Background: an optimization exercise with open tools, aiming at small area and a short achievable clock period. Do not read the settings as production practice. Power is estimated from default activity; no workload was simulated.

==> trial 61 <==
## alu_reg
module alu_reg
( input         clk,
  input  [2:0]  Op_code,
  input  [31:0] A, B,
  output [31:0] Y
);
clock: 4.5 ns
lec_check: 0
cap_margin: 20
core_margin: 2
core_utilization: 40
setup_slack_margin: 2.8
slew_margin: 20
synth_hierarchical: 1
standard.sh (not shown) runs the stock make flow with config.mk's settings and CLKGATE_MAP_FILE= SYNTH_SCRIPT=/design/flow/synth_recipe.tcl, a recipe that flattens the netlist after the stock synthesis.
==> flow/flow/run.sh <==
#!/bin/bash
# Own flow: the standard layout (standard.sh) with these changes:
#  - ports are buffered with the smallest buffer (buffer_ports -buffer_cell),
#  - before floorplanning every combinational cell is set to drive strength 1
#    (flow/downsize.tcl), so the timing repair starts from the smallest cells,
#  - clock tree synthesis adds no dummy loads.
# The make output goes to standard_make.log; ORFS keeps each step's log under
# orfs/logs/.
set -euo pipefail
here=$(pwd)
bash standard.sh \
  "BUFFER_PORTS_ARGS=-buffer_cell sky130_fd_sc_hd__buf_1" \
  "PRE_FLOORPLAN_TCL=$here/flow/downsize.tcl" \
  "CTS_ARGS=-sink_clustering_enable -repair_clock_nets -dont_use_dummy_load" \
  finish > standard_make.log 2>&1
==> flow/flow/downsize.tcl <==
# Start sizing from the smallest drive: swap every combinational cell that
# synthesis mapped to a larger drive strength for the _1 cell of the same
# function (same pins); the timing repair later sizes up what it needs.
# Flip-flops keep their cells.
set db [ord::get_db]
set block [ord::get_db_block]
set swapped 0
foreach inst [$block getInsts] {
  set m [$inst getMaster]
  set name [$m getName]
  if {![regexp {^(sky130_fd_sc_hd__([a-z0-9]+))_([0-9]+)$} $name -> base kind drive]} { continue }
  if {[string match "df*" $kind] || [string match "conb" $kind] || $drive == 1} { continue }
  set small [$db findMaster ${base}_1]
  if {$small eq "NULL" || $small eq ""} { continue }
  if {[$inst swapMaster $small]} { incr swapped }
}
puts "downsize: swapped $swapped cells to drive 1"
==> inputs of trial 88, as changes to trial 61 <==
--- a/flow/design.v
+++ b/flow/design.v
@@ -78,36 +78,50 @@
 ( input  gh, qh, gl, ql,
   output g, q
 );
   assign g = ~(gh | (qh & gl));
   assign q = ~(qh & ql);
 endmodule
+module ALU_dot110
+( input  gh, qh, gl,
+  output g
+);
+  assign g = ~(gh | (qh & ~gl));
+endmodule
 module ALU_dot000
 ( input  gh, qh, gl,
   output g
 );
   assign g = (~gh | (~qh & ~gl));
 endmodule
+module ALU_dot110q0
+( input  gh, qh, gl, ql,
+  output g, q
+);
+  assign g = ~(gh | (qh & ~gl));
+  assign q = ~(qh & ~ql);
+endmodule
 module ALU_dot000q0
 ( input  gh, qh, gl, ql,
   output g, q
 );
   assign g = (~gh | (~qh & ~gl));
   assign q = (~qh & ~ql);
 endmodule
-module ALU_dot110
+module ALU_dot001
 ( input  gh, qh, gl,
   output g
 );
-  assign g = ~(gh | (qh & ~gl));
+  assign g = (~gh | (~qh & gl));
 endmodule
-module ALU_dot001
-( input  gh, qh, gl,
-  output g
+module ALU_dot001q1
+( input  gh, qh, gl, ql,
+  output g, q
 );
   assign g = (~gh | (~qh & gl));
+  assign q = (~qh & ql);
 endmodule
 module ALU_inc2
 ( input  u0n, u1,
   input  ci,
   output [1:0] y
 );
@@ -238,27 +252,39 @@
   wire pg10;
   wire pq11;
   wire pg12;
   wire pq13;
   wire pg14;
   wire pg15;
-  wire pq16;
-  wire pg17;
-  wire pq18;
-  wire pg19;
+  wire pg16;
+  wire pq17;
+  wire pg18;
+  wire pq19;
   wire pg20;
-  wire pg21;
+  wire pq21;
   wire pg22;
-  wire pg23;
+  wire pq23;
   wire pg24;
-  wire pg25;
+  wire pq25;
   wire pg26;
   wire pg27;
   wire pg28;
   wire pg29;
   wire pg30;
+  wire pq31;
+  wire pg32;
+  wire pq33;
+  wire pg34;
+  wire pq35;
+  wire pg36;
+  wire pg37;
+  wire pg38;
+  wire pg39;
+  wire pg40;
+  wire pg41;
+  wire pg42;
   ALU_q2 a1 (.u0n(u_r[2]), .u1(u1_r[1]), .q(q1));
   ALU_q2 a2 (.u0n(u_r[4]), .u1(u1_r[2]), .q(q2));
   ALU_q2 a3 (.u0n(u_r[6]), .u1(u1_r[3]), .q(q3));
   ALU_q2 a4 (.u0n(u_r[8]), .u1(u1_r[4]), .q(q4));
   ALU_q2 a5 (.u0n(u_r[10]), .u1(u1_r[5]), .q(q5));
   ALU_q2 a6 (.u0n(u_r[12]), .u1(u1_r[6]), .q(q6));
@@ -274,42 +300,48 @@
   ALU_dot111q1 d3 (.gh(g_r[3]), .qh(q3), .gl(g_r[2]), .ql(q2), .g(pg2), .q(pq3));
   ALU_dot111q1 d5 (.gh(g_r[5]), .qh(q5), .gl(g_r[4]), .ql(q4), .g(pg4), .q(pq5));
   ALU_dot111q1 d7 (.gh(g_r[7]), .qh(q7), .gl(g_r[6]), .ql(q6), .g(pg6), .q(pq7));
   ALU_dot111q1 d9 (.gh(g_r[9]), .qh(q9), .gl(g_r[8]), .ql(q8), .g(pg8), .q(pq9));
   ALU_dot111q1 d11 (.gh(g_r[11]), .qh(q11), .gl(g_r[10]), .ql(q10), .g(pg10), .q(pq11));
   ALU_dot111q1 d13 (.gh(g_r[13]), .qh(q13), .gl(g_r[12]), .ql(q12), .g(pg12), .q(pq13));
-  ALU_dot000 d14 (.gh(pg2), .qh(pq3), .gl(pg1), .g(pg14));
-  ALU_dot000q0 d16 (.gh(pg6), .qh(pq7), .gl(pg4), .ql(pq5), .g(pg15), .q(pq16));
-  ALU_dot000q0 d18 (.gh(pg10), .qh(pq11), .gl(pg8), .ql(pq9), .g(pg17), .q(pq18));
-  ALU_dot111 d19 (.gh(pg15), .qh(pq16), .gl(pg14), .g(pg19));
-  ALU_dot110 d20 (.gh(pg17), .qh(pq18), .gl(pg19), .g(pg20));
-  ALU_dot001 d21 (.gh(pg4), .qh(pq5), .gl(pg14), .g(pg21));
-  ALU_dot000 d22 (.gh(pg8), .qh(pq9), .gl(pg19), .g(pg22));
-  ALU_dot000 d23 (.gh(pg12), .qh(pq13), .gl(pg20), .g(pg23));
-  ALU_dot110 d24 (.gh(g_r[2]), .qh(q2), .gl(pg1), .g(pg24));
-  ALU_dot111 d25 (.gh(g_r[4]), .qh(q4), .gl(pg14), .g(pg25));
-  ALU_dot111 d26 (.gh(g_r[6]), .qh(q6), .gl(pg21), .g(pg26));
-  ALU_dot110 d27 (.gh(g_r[8]), .qh(q8), .gl(pg19), .g(pg27));
-  ALU_dot111 d28 (.gh(g_r[10]), .qh(q10), .gl(pg22), .g(pg28));
-  ALU_dot110 d29 (.gh(g_r[12]), .qh(q12), .gl(pg20), .g(pg29));
-  ALU_dot111 d30 (.gh(g_r[14]), .qh(q14), .gl(pg23), .g(pg30));
+  ALU_dot110 d14 (.gh(g_r[2]), .qh(q2), .gl(pg1), .g(pg14));
+  ALU_dot000 d15 (.gh(pg2), .qh(pq3), .gl(pg1), .g(pg15));
+  ALU_dot110q0 d17 (.gh(g_r[6]), .qh(q6), .gl(pg4), .ql(pq5), .g(pg16), .q(pq17));
+  ALU_dot000q0 d19 (.gh(pg6), .qh(pq7), .gl(pg4), .ql(pq5), .g(pg18), .q(pq19));
+  ALU_dot110q0 d21 (.gh(g_r[10]), .qh(q10), .gl(pg8), .ql(pq9), .g(pg20), .q(pq21));
+  ALU_dot000q0 d23 (.gh(pg10), .qh(pq11), .gl(pg8), .ql(pq9), .g(pg22), .q(pq23));
+  ALU_dot110q0 d25 (.gh(g_r[14]), .qh(q14), .gl(pg12), .ql(pq13), .g(pg24), .q(pq25));
+  ALU_dot111 d26 (.gh(g_r[4]), .qh(q4), .gl(pg15), .g(pg26));
+  ALU_dot001 d27 (.gh(pg4), .qh(pq5), .gl(pg15), .g(pg27));
+  ALU_dot001 d28 (.gh(pg16), .qh(pq17), .gl(pg15), .g(pg28));
+  ALU_dot111 d29 (.gh(pg18), .qh(pq19), .gl(pg15), .g(pg29));
+  ALU_dot111q1 d31 (.gh(g_r[12]), .qh(q12), .gl(pg22), .ql(pq23), .g(pg30), .q(pq31));
+  ALU_dot001q1 d33 (.gh(pg12), .qh(pq13), .gl(pg22), .ql(pq23), .g(pg32), .q(pq33));
+  ALU_dot001q1 d35 (.gh(pg24), .qh(pq25), .gl(pg22), .ql(pq23), .g(pg34), .q(pq35));
+  ALU_dot110 d36 (.gh(g_r[8]), .qh(q8), .gl(pg29), .g(pg36));
+  ALU_dot000 d37 (.gh(pg8), .qh(pq9), .gl(pg29), .g(pg37));
+  ALU_dot000 d38 (.gh(pg20), .qh(pq21), .gl(pg29), .g(pg38));
+  ALU_dot110 d39 (.gh(pg22), .qh(pq23), .gl(pg29), .g(pg39));
+  ALU_dot000 d40 (.gh(pg30), .qh(pq31), .gl(pg29), .g(pg40));
+  ALU_dot110 d41 (.gh(pg32), .qh(pq33), .gl(pg29), .g(pg41));
+  ALU_dot110 d42 (.gh(pg34), .qh(pq35), .gl(pg29), .g(pg42));
   ALU_inc2 i1 (.u0n(u_r[2]), .u1(u1_r[1]), .ci(g_r[0]), .y(y_c[3:2]));
   ALU_inc2n i2 (.u0n(u_r[4]), .u1(u1_r[2]), .ci(pg1), .y(y_c[5:4]));
-  ALU_inc2n i3 (.u0n(u_r[6]), .u1(u1_r[3]), .ci(pg24), .y(y_c[7:6]));
-  ALU_inc2 i4 (.u0n(u_r[8]), .u1(u1_r[4]), .ci(pg14), .y(y_c[9:8]));
-  ALU_inc2n i5 (.u0n(u_r[10]), .u1(u1_r[5]), .ci(pg25), .y(y_c[11:10]));
-  ALU_inc2 i6 (.u0n(u_r[12]), .u1(u1_r[6]), .ci(pg21), .y(y_c[13:12]));
-  ALU_inc2n i7 (.u0n(u_r[14]), .u1(u1_r[7]), .ci(pg26), .y(y_c[15:14]));
-  ALU_inc2n i8 (.u0n(u_r[16]), .u1(u1_r[8]), .ci(pg19), .y(y_c[17:16]));
-  ALU_inc2n i9 (.u0n(u_r[18]), .u1(u1_r[9]), .ci(pg27), .y(y_c[19:18]));
-  ALU_inc2 i10 (.u0n(u_r[20]), .u1(u1_r[10]), .ci(pg22), .y(y_c[21:20]));
-  ALU_inc2n i11 (.u0n(u_r[22]), .u1(u1_r[11]), .ci(pg28), .y(y_c[23:22]));
-  ALU_inc2n i12 (.u0n(u_r[24]), .u1(u1_r[12]), .ci(pg20), .y(y_c[25:24]));
-  ALU_inc2n i13 (.u0n(u_r[26]), .u1(u1_r[13]), .ci(pg29), .y(y_c[27:26]));
-  ALU_inc2 i14 (.u0n(u_r[28]), .u1(u1_r[14]), .ci(pg23), .y(y_c[29:28]));
-  ALU_inc2n i15 (.u0n(u_r[30]), .u1(u1_r[15]), .ci(pg30), .y(y_c[31:30]));
+  ALU_inc2n i3 (.u0n(u_r[6]), .u1(u1_r[3]), .ci(pg14), .y(y_c[7:6]));
+  ALU_inc2 i4 (.u0n(u_r[8]), .u1(u1_r[4]), .ci(pg15), .y(y_c[9:8]));
+  ALU_inc2n i5 (.u0n(u_r[10]), .u1(u1_r[5]), .ci(pg26), .y(y_c[11:10]));
+  ALU_inc2 i6 (.u0n(u_r[12]), .u1(u1_r[6]), .ci(pg27), .y(y_c[13:12]));
+  ALU_inc2 i7 (.u0n(u_r[14]), .u1(u1_r[7]), .ci(pg28), .y(y_c[15:14]));
+  ALU_inc2n i8 (.u0n(u_r[16]), .u1(u1_r[8]), .ci(pg29), .y(y_c[17:16]));
+  ALU_inc2n i9 (.u0n(u_r[18]), .u1(u1_r[9]), .ci(pg36), .y(y_c[19:18]));
+  ALU_inc2 i10 (.u0n(u_r[20]), .u1(u1_r[10]), .ci(pg37), .y(y_c[21:20]));
+  ALU_inc2 i11 (.u0n(u_r[22]), .u1(u1_r[11]), .ci(pg38), .y(y_c[23:22]));
+  ALU_inc2n i12 (.u0n(u_r[24]), .u1(u1_r[12]), .ci(pg39), .y(y_c[25:24]));
+  ALU_inc2 i13 (.u0n(u_r[26]), .u1(u1_r[13]), .ci(pg40), .y(y_c[27:26]));
+  ALU_inc2n i14 (.u0n(u_r[28]), .u1(u1_r[14]), .ci(pg41), .y(y_c[29:28]));
+  ALU_inc2n i15 (.u0n(u_r[30]), .u1(u1_r[15]), .ci(pg42), .y(y_c[31:30]));
   always @(posedge clk) begin
     u_r <= u_c;
     g_r <= g_c;
     y_r <= y_c;
   end
   assign Y = y_r;
==> notes <==
- Between trial 88 and trial 61, the lower combinational power is in trial 61 (gap 4.9%, measured against trial 61).
- Of trial 61 and trial 88, trial 88 has the higher total power (gap 2.1%, measured against trial 88).
- Via count: trial 61 is lower than trial 88 (about 3.3%).
- Against trial 88, the first-iteration DRC count of trial 61 is larger by about 16%.
- Sequential share of layout area: trial 61 is higher than trial 88 (1.2 points).
- Trial 88 went through all stages and came out clean. Trial 61 finished clean.
- Of trial 88 and trial 61, trial 88 has the higher synthesized cell count (gap 4.4%, measured against trial 61).
- Between trial 88 and trial 61, the lower critical path depth is in trial 61 (gap 1).
- Between trial 61 and trial 88, the lower fmax is in trial 61 (gap 2.2%, measured against trial 88).
- Against trial 88, the hold slack of trial 61 is higher by 0.016 ns.
No run of this note included a check of the RTL's function; only the layout flow was run.

---

==> sierra <==
alu_reg, a different RTL version from the one above (not shown whole).
==> module ALU_inc2n, before the edit <==
module ALU_inc2n
( input  [1:0] u,
  input  ci,
  output [1:0] y
);
  wire c = ~ci;
  assign y[0] = u[0] ^ c;
  assign y[1] = u[1] ^ (c & (&u[0:0]));
endmodule
==> module ALU_inc2, before the edit <==
module ALU_inc2
( input  [1:0] u,
  input  ci,
  output [1:0] y
);
  wire c = ci;
  assign y[0] = u[0] ^ c;
  assign y[1] = u[1] ^ (c & (&u[0:0]));
endmodule
Settings: LEC_CHECK=0, CAP_MARGIN=20, CORE_MARGIN=2, CORE_UTILIZATION=40, SETUP_SLACK_MARGIN=2.8, SLEW_MARGIN=20, SYNTH_HIERARCHICAL=1; clock period 4.5 ns.
Scripts as last shown in full above: flow/flow/run.sh, flow/flow/downsize.tcl
==> raven: changes against sierra <==
--- a/flow/design.v
+++ b/flow/design.v
@@ -119,24 +119,28 @@
 endmodule
 module ALU_inc2n
 ( input  [1:0] u,
   input  ci,
   output [1:0] y
 );
-  wire c = ~ci;
-  assign y[0] = u[0] ^ c;
-  assign y[1] = u[1] ^ (c & (&u[0:0]));
+  wire [1:0] v;
+  assign v[0] = ~u[0];
+  assign v[1] = u[1] ^ (&u[0:0]);
+  ALU_mux2 m0 (.s(ci), .a1(u[0]), .a0(v[0]), .y(y[0]));
+  ALU_mux2 m1 (.s(ci), .a1(u[1]), .a0(v[1]), .y(y[1]));
 endmodule
 module ALU_inc2
 ( input  [1:0] u,
   input  ci,
   output [1:0] y
 );
-  wire c = ci;
-  assign y[0] = u[0] ^ c;
-  assign y[1] = u[1] ^ (c & (&u[0:0]));
+  wire [1:0] v;
+  assign v[0] = ~u[0];
+  assign v[1] = u[1] ^ (&u[0:0]);
+  ALU_mux2 m0 (.s(ci), .a1(v[0]), .a0(u[0]), .y(y[0]));
+  ALU_mux2 m1 (.s(ci), .a1(v[1]), .a0(u[1]), .y(y[1]));
 endmodule
 module alu_reg
 ( input         clk,
   input  [2:0]  Op_code,
   input  [31:0] A, B,
   output [31:0] Y
==> flow/config.mk (replaced) <==
export PLATFORM = sky130hd
export DESIGN_NAME = alu_reg
export DESIGN_NICKNAME = alu_reg
export VERILOG_FILES = /design/flow/design.v
export SDC_FILE = /design/flow/constraint.sdc
export NUM_CORES = 8
export LEC_CHECK = 0
export CAP_MARGIN = 20
export CORE_MARGIN = 2
export CORE_UTILIZATION = 60
export SETUP_SLACK_MARGIN = 2.8
export SLEW_MARGIN = 20
export SYNTH_HIERARCHICAL = 1
==> garnet: changes against sierra <==
--- a/flow/design.v
+++ b/flow/design.v
@@ -119,24 +119,28 @@
 endmodule
 module ALU_inc2n
 ( input  [1:0] u,
   input  ci,
   output [1:0] y
 );
-  wire c = ~ci;
-  assign y[0] = u[0] ^ c;
-  assign y[1] = u[1] ^ (c & (&u[0:0]));
+  wire [1:0] v;
+  assign v[0] = ~u[0];
+  assign v[1] = u[1] ^ (&u[0:0]);
+  ALU_mux2 m0 (.s(ci), .a1(u[0]), .a0(v[0]), .y(y[0]));
+  ALU_mux2 m1 (.s(ci), .a1(u[1]), .a0(v[1]), .y(y[1]));
 endmodule
 module ALU_inc2
 ( input  [1:0] u,
   input  ci,
   output [1:0] y
 );
-  wire c = ci;
-  assign y[0] = u[0] ^ c;
-  assign y[1] = u[1] ^ (c & (&u[0:0]));
+  wire [1:0] v;
+  assign v[0] = ~u[0];
+  assign v[1] = u[1] ^ (&u[0:0]);
+  ALU_mux2 m0 (.s(ci), .a1(v[0]), .a0(u[0]), .y(y[0]));
+  ALU_mux2 m1 (.s(ci), .a1(v[1]), .a0(u[1]), .y(y[1]));
 endmodule
 module alu_reg
 ( input         clk,
   input  [2:0]  Op_code,
   input  [31:0] A, B,
   output [31:0] Y
==> quartz: changes against sierra <==
--- a/flow/design.v
+++ b/flow/design.v
@@ -75,68 +75,58 @@
 ( input  gh, qh, gl, ql,
   output g, q
 );
   assign g = (~gh | (~qh & ~gl));
   assign q = (~qh & ~ql);
 endmodule
-module ALU_dot001
-( input  gh, qh, gl,
-  output g
-);
-  assign g = (~gh | (~qh & gl));
-endmodule
 module ALU_dot111
 ( input  gh, qh, gl,
   output g
 );
   assign g = ~(gh | (qh & gl));
 endmodule
-module ALU_dot001q1
-( input  gh, qh, gl, ql,
-  output g, q
-);
-  assign g = (~gh | (~qh & gl));
-  assign q = (~qh & ql);
-endmodule
 module ALU_dot111q1
 ( input  gh, qh, gl, ql,
   output g, q
 );
   assign g = ~(gh | (qh & gl));
   assign q = ~(qh & ql);
 endmodule
-module ALU_dot110
+module ALU_dot001
 ( input  gh, qh, gl,
   output g
 );
-  assign g = ~(gh | (qh & ~gl));
+  assign g = (~gh | (~qh & gl));
 endmodule
-module ALU_dot110q0
-( input  gh, qh, gl, ql,
-  output g, q
+module ALU_dot110
+( input  gh, qh, gl,
+  output g
 );
   assign g = ~(gh | (qh & ~gl));
-  assign q = ~(qh & ~ql);
 endmodule
 module ALU_inc2n
 ( input  [1:0] u,
   input  ci,
   output [1:0] y
 );
-  wire c = ~ci;
-  assign y[0] = u[0] ^ c;
-  assign y[1] = u[1] ^ (c & (&u[0:0]));
+  wire [1:0] v;
+  assign v[0] = ~u[0];
+  assign v[1] = u[1] ^ (&u[0:0]);
+  ALU_mux2 m0 (.s(ci), .a1(u[0]), .a0(v[0]), .y(y[0]));
+  ALU_mux2 m1 (.s(ci), .a1(u[1]), .a0(v[1]), .y(y[1]));
 endmodule
 module ALU_inc2
 ( input  [1:0] u,
   input  ci,
   output [1:0] y
 );
-  wire c = ci;
-  assign y[0] = u[0] ^ c;
-  assign y[1] = u[1] ^ (c & (&u[0:0]));
+  wire [1:0] v;
+  assign v[0] = ~u[0];
+  assign v[1] = u[1] ^ (&u[0:0]);
+  ALU_mux2 m0 (.s(ci), .a1(v[0]), .a0(u[0]), .y(y[0]));
+  ALU_mux2 m1 (.s(ci), .a1(v[1]), .a0(u[1]), .y(y[1]));
 endmodule
 module alu_reg
 ( input         clk,
   input  [2:0]  Op_code,
   input  [31:0] A, B,
   output [31:0] Y
@@ -242,39 +232,27 @@
   wire pg10;
   wire pq11;
   wire pg12;
   wire pq13;
   wire pg14;
   wire pg15;
-  wire pg16;
-  wire pq17;
-  wire pg18;
-  wire pq19;
+  wire pq16;
+  wire pg17;
+  wire pq18;
+  wire pg19;
   wire pg20;
-  wire pq21;
+  wire pg21;
   wire pg22;
-  wire pq23;
+  wire pg23;
   wire pg24;
-  wire pq25;
+  wire pg25;
   wire pg26;
   wire pg27;
   wire pg28;
   wire pg29;
   wire pg30;
-  wire pq31;
-  wire pg32;
-  wire pq33;
-  wire pg34;
-  wire pq35;
-  wire pg36;
-  wire pg37;
-  wire pg38;
-  wire pg39;
-  wire pg40;
-  wire pg41;
-  wire pg42;
   ALU_alln2 a1 (.u(u_r[3:2]), .qn(qn1));
   ALU_alln2 a2 (.u(u_r[5:4]), .qn(qn2));
   ALU_alln2 a3 (.u(u_r[7:6]), .qn(qn3));
   ALU_alln2 a4 (.u(u_r[9:8]), .qn(qn4));
   ALU_alln2 a5 (.u(u_r[11:10]), .qn(qn5));
   ALU_alln2 a6 (.u(u_r[13:12]), .qn(qn6));
@@ -290,48 +268,42 @@
   ALU_dot000q0 d3 (.gh(gn_r[3]), .qh(qn3), .gl(gn_r[2]), .ql(qn2), .g(pg2), .q(pq3));
   ALU_dot000q0 d5 (.gh(gn_r[5]), .qh(qn5), .gl(gn_r[4]), .ql(qn4), .g(pg4), .q(pq5));
   ALU_dot000q0 d7 (.gh(gn_r[7]), .qh(qn7), .gl(gn_r[6]), .ql(qn6), .g(pg6), .q(pq7));
   ALU_dot000q0 d9 (.gh(gn_r[9]), .qh(qn9), .gl(gn_r[8]), .ql(qn8), .g(pg8), .q(pq9));
   ALU_dot000q0 d11 (.gh(gn_r[11]), .qh(qn11), .gl(gn_r[10]), .ql(qn10), .g(pg10), .q(pq11));
   ALU_dot000q0 d13 (.gh(gn_r[13]), .qh(qn13), .gl(gn_r[12]), .ql(qn12), .g(pg12), .q(pq13));
-  ALU_dot001 d14 (.gh(gn_r[2]), .qh(qn2), .gl(pg1), .g(pg14));
-  ALU_dot111 d15 (.gh(pg2), .qh(pq3), .gl(pg1), .g(pg15));
-  ALU_dot001q1 d17 (.gh(gn_r[6]), .qh(qn6), .gl(pg4), .ql(pq5), .g(pg16), .q(pq17));
-  ALU_dot111q1 d19 (.gh(pg6), .qh(pq7), .gl(pg4), .ql(pq5), .g(pg18), .q(pq19));
-  ALU_dot001q1 d21 (.gh(gn_r[10]), .qh(qn10), .gl(pg8), .ql(pq9), .g(pg20), .q(pq21));
-  ALU_dot111q1 d23 (.gh(pg10), .qh(pq11), .gl(pg8), .ql(pq9), .g(pg22), .q(pq23));
-  ALU_dot001q1 d25 (.gh(gn_r[14]), .qh(qn14), .gl(pg12), .ql(pq13), .g(pg24), .q(pq25));
-  ALU_dot000 d26 (.gh(gn_r[4]), .qh(qn4), .gl(pg15), .g(pg26));
-  ALU_dot110 d27 (.gh(pg4), .qh(pq5), .gl(pg15), .g(pg27));
-  ALU_dot110 d28 (.gh(pg16), .qh(pq17), .gl(pg15), .g(pg28));
-  ALU_dot000 d29 (.gh(pg18), .qh(pq19), .gl(pg15), .g(pg29));
-  ALU_dot000q0 d31 (.gh(gn_r[12]), .qh(qn12), .gl(pg22), .ql(pq23), .g(pg30), .q(pq31));
-  ALU_dot110q0 d33 (.gh(pg12), .qh(pq13), .gl(pg22), .ql(pq23), .g(pg32), .q(pq33));
-  ALU_dot110q0 d35 (.gh(pg24), .qh(pq25), .gl(pg22), .ql(pq23), .g(pg34), .q(pq35));
-  ALU_dot001 d36 (.gh(gn_r[8]), .qh(qn8), .gl(pg29), .g(pg36));
-  ALU_dot111 d37 (.gh(pg8), .qh(pq9), .gl(pg29), .g(pg37));
-  ALU_dot111 d38 (.gh(pg20), .qh(pq21), .gl(pg29), .g(pg38));
-  ALU_dot001 d39 (.gh(pg22), .qh(pq23), .gl(pg29), .g(pg39));
-  ALU_dot111 d40 (.gh(pg30), .qh(pq31), .gl(pg29), .g(pg40));
-  ALU_dot001 d41 (.gh(pg32), .qh(pq33), .gl(pg29), .g(pg41));
-  ALU_dot001 d42 (.gh(pg34), .qh(pq35), .gl(pg29), .g(pg42));
+  ALU_dot111 d14 (.gh(pg2), .qh(pq3), .gl(pg1), .g(pg14));
+  ALU_dot111q1 d16 (.gh(pg6), .qh(pq7), .gl(pg4), .ql(pq5), .g(pg15), .q(pq16));
+  ALU_dot111q1 d18 (.gh(pg10), .qh(pq11), .gl(pg8), .ql(pq9), .g(pg17), .q(pq18));
+  ALU_dot000 d19 (.gh(pg15), .qh(pq16), .gl(pg14), .g(pg19));
+  ALU_dot001 d20 (.gh(pg17), .qh(pq18), .gl(pg19), .g(pg20));
+  ALU_dot110 d21 (.gh(pg4), .qh(pq5), .gl(pg14), .g(pg21));
+  ALU_dot111 d22 (.gh(pg8), .qh(pq9), .gl(pg19), .g(pg22));
+  ALU_dot111 d23 (.gh(pg12), .qh(pq13), .gl(pg20), .g(pg23));
+  ALU_dot001 d24 (.gh(gn_r[2]), .qh(qn2), .gl(pg1), .g(pg24));
+  ALU_dot000 d25 (.gh(gn_r[4]), .qh(qn4), .gl(pg14), .g(pg25));
+  ALU_dot000 d26 (.gh(gn_r[6]), .qh(qn6), .gl(pg21), .g(pg26));
+  ALU_dot001 d27 (.gh(gn_r[8]), .qh(qn8), .gl(pg19), .g(pg27));
+  ALU_dot000 d28 (.gh(gn_r[10]), .qh(qn10), .gl(pg22), .g(pg28));
+  ALU_dot001 d29 (.gh(gn_r[12]), .qh(qn12), .gl(pg20), .g(pg29));
+  ALU_dot000 d30 (.gh(gn_r[14]), .qh(qn14), .gl(pg23), .g(pg30));
   ALU_inc2n i1 (.u(u_r[3:2]), .ci(gn_r[0]), .y(y_c[3:2]));
   ALU_inc2 i2 (.u(u_r[5:4]), .ci(pg1), .y(y_c[5:4]));
-  ALU_inc2 i3 (.u(u_r[7:6]), .ci(pg14), .y(y_c[7:6]));
-  ALU_inc2n i4 (.u(u_r[9:8]), .ci(pg15), .y(y_c[9:8]));
-  ALU_inc2 i5 (.u(u_r[11:10]), .ci(pg26), .y(y_c[11:10]));
-  ALU_inc2n i6 (.u(u_r[13:12]), .ci(pg27), .y(y_c[13:12]));
-  ALU_inc2n i7 (.u(u_r[15:14]), .ci(pg28), .y(y_c[15:14]));
-  ALU_inc2 i8 (.u(u_r[17:16]), .ci(pg29), .y(y_c[17:16]));
-  ALU_inc2 i9 (.u(u_r[19:18]), .ci(pg36), .y(y_c[19:18]));
-  ALU_inc2n i10 (.u(u_r[21:20]), .ci(pg37), .y(y_c[21:20]));
-  ALU_inc2n i11 (.u(u_r[23:22]), .ci(pg38), .y(y_c[23:22]));
-  ALU_inc2 i12 (.u(u_r[25:24]), .ci(pg39), .y(y_c[25:24]));
-  ALU_inc2n i13 (.u(u_r[27:26]), .ci(pg40), .y(y_c[27:26]));
-  ALU_inc2 i14 (.u(u_r[29:28]), .ci(pg41), .y(y_c[29:28]));
-  ALU_inc2 i15 (.u(u_r[31:30]), .ci(pg42), .y(y_c[31:30]));
+  ALU_inc2 i3 (.u(u_r[7:6]), .ci(pg24), .y(y_c[7:6]));
+  ALU_inc2n i4 (.u(u_r[9:8]), .ci(pg14), .y(y_c[9:8]));
+  ALU_inc2 i5 (.u(u_r[11:10]), .ci(pg25), .y(y_c[11:10]));
+  ALU_inc2n i6 (.u(u_r[13:12]), .ci(pg21), .y(y_c[13:12]));
+  ALU_inc2 i7 (.u(u_r[15:14]), .ci(pg26), .y(y_c[15:14]));
+  ALU_inc2 i8 (.u(u_r[17:16]), .ci(pg19), .y(y_c[17:16]));
+  ALU_inc2 i9 (.u(u_r[19:18]), .ci(pg27), .y(y_c[19:18]));
+  ALU_inc2n i10 (.u(u_r[21:20]), .ci(pg22), .y(y_c[21:20]));
+  ALU_inc2 i11 (.u(u_r[23:22]), .ci(pg28), .y(y_c[23:22]));
+  ALU_inc2 i12 (.u(u_r[25:24]), .ci(pg20), .y(y_c[25:24]));
+  ALU_inc2 i13 (.u(u_r[27:26]), .ci(pg29), .y(y_c[27:26]));
+  ALU_inc2n i14 (.u(u_r[29:28]), .ci(pg23), .y(y_c[29:28]));
+  ALU_inc2 i15 (.u(u_r[31:30]), .ci(pg30), .y(y_c[31:30]));
   always @(posedge clk) begin
     u_r  <= u_c;
     gn_r <= gn_c;
     y_r  <= y_c;
   end
   assign Y = y_r;
==> comparison <==
quartz produced a clean layout. raven completed with no timing, DRC or antenna violations. sierra completed without violations. garnet finished clean.
Die area: raven < sierra < quartz < garnet.
Cell count is about the same in sierra and raven.
Synthesized cell count is the same in raven and garnet.
Sequential share of layout area: sierra is higher than quartz (1.2 points).
Worst hold slack: sierra < garnet < quartz < raven.
==> figures <==
| quantity | quartz | sierra | raven | garnet |
|---|---|---|---|---|
| Cell row count | 35 | 34 | 29 | 35 |
| Num tapcells | 111 | 108 | 77 | 129 |
| Post-layout worst setup margin | 2.40 ns | 2.44 ns | 2.34 ns | 2.46 ns |
| Design Area, Final | 5230 µm² | 4980 µm² | 5370 µm² | 5370 µm² |
| Status | finished clean | finished clean | finished clean | finished clean |
| Buffering stage count on the worst path with inverters included | 1 | 1 | 2 | 1 |
| Clock network contribution to total cell area | 2.37% | 2.49% | 2.31% | 2.31% |
| Min-Delay Startpoint | u_r[0] | u_r[1] | u_r[1] | u_r[1] |
| Met1 Track Usage GR | 20.5% | 19.0% | 29.1% | 21.5% |
| Max FO, Critical Path | 5 | 5 | 5 | 6 |
| R2R setup slack | 2.61 ns | 2.82 ns | 2.73 ns | 2.69 ns |
No run of this note included a check of the RTL's function; only the layout flow was run.

==> what the ideal ports hide <==
Ports are ideal in the flow. The routed layouts listed here were re-timed in OpenROAD.
Step 1: set_driving_cell puts a clkbuf_16 on clk and a buf_2 on each other input, an assumption about the parent block.
Step 2 adds t to the input delays and takes it off the output delays; t is the mean of the earliest and latest rising clock arrival at the registers after step 1. Input paths then give back, and output paths get back, about the clock's delay inside the block.
Slacks: ideal ports / drivers / drivers and shift; pairs: ideal ports / drivers.
run	t (ns)	setup slack, ns	latest minus earliest clock arrival (ns)	worst data-port slew with drivers (ns)
trial 61	0.359	2.499 / 2.455 / 2.096	0.018 / 0.018	0.08
trial 88	0.376	2.544 / 2.497 / 2.121	0.013 / 0.014	0.10
sierra	0.361	2.443 / 2.416 / 2.055	0.020 / 0.019	0.08
raven	0.362	2.343 / 2.325 / 1.962	0.016 / 0.015	0.07
garnet	0.362	2.457 / 2.430 / 2.068	0.021 / 0.022	0.07
quartz	0.366	2.397 / 2.381 / 2.014	0.020 / 0.021	0.06
After both steps setup and hold are still met in every run listed. For trial 88, which loses most, drivers alone change the setup slack by -0.047 ns; drivers and shift together by -0.423 ns.
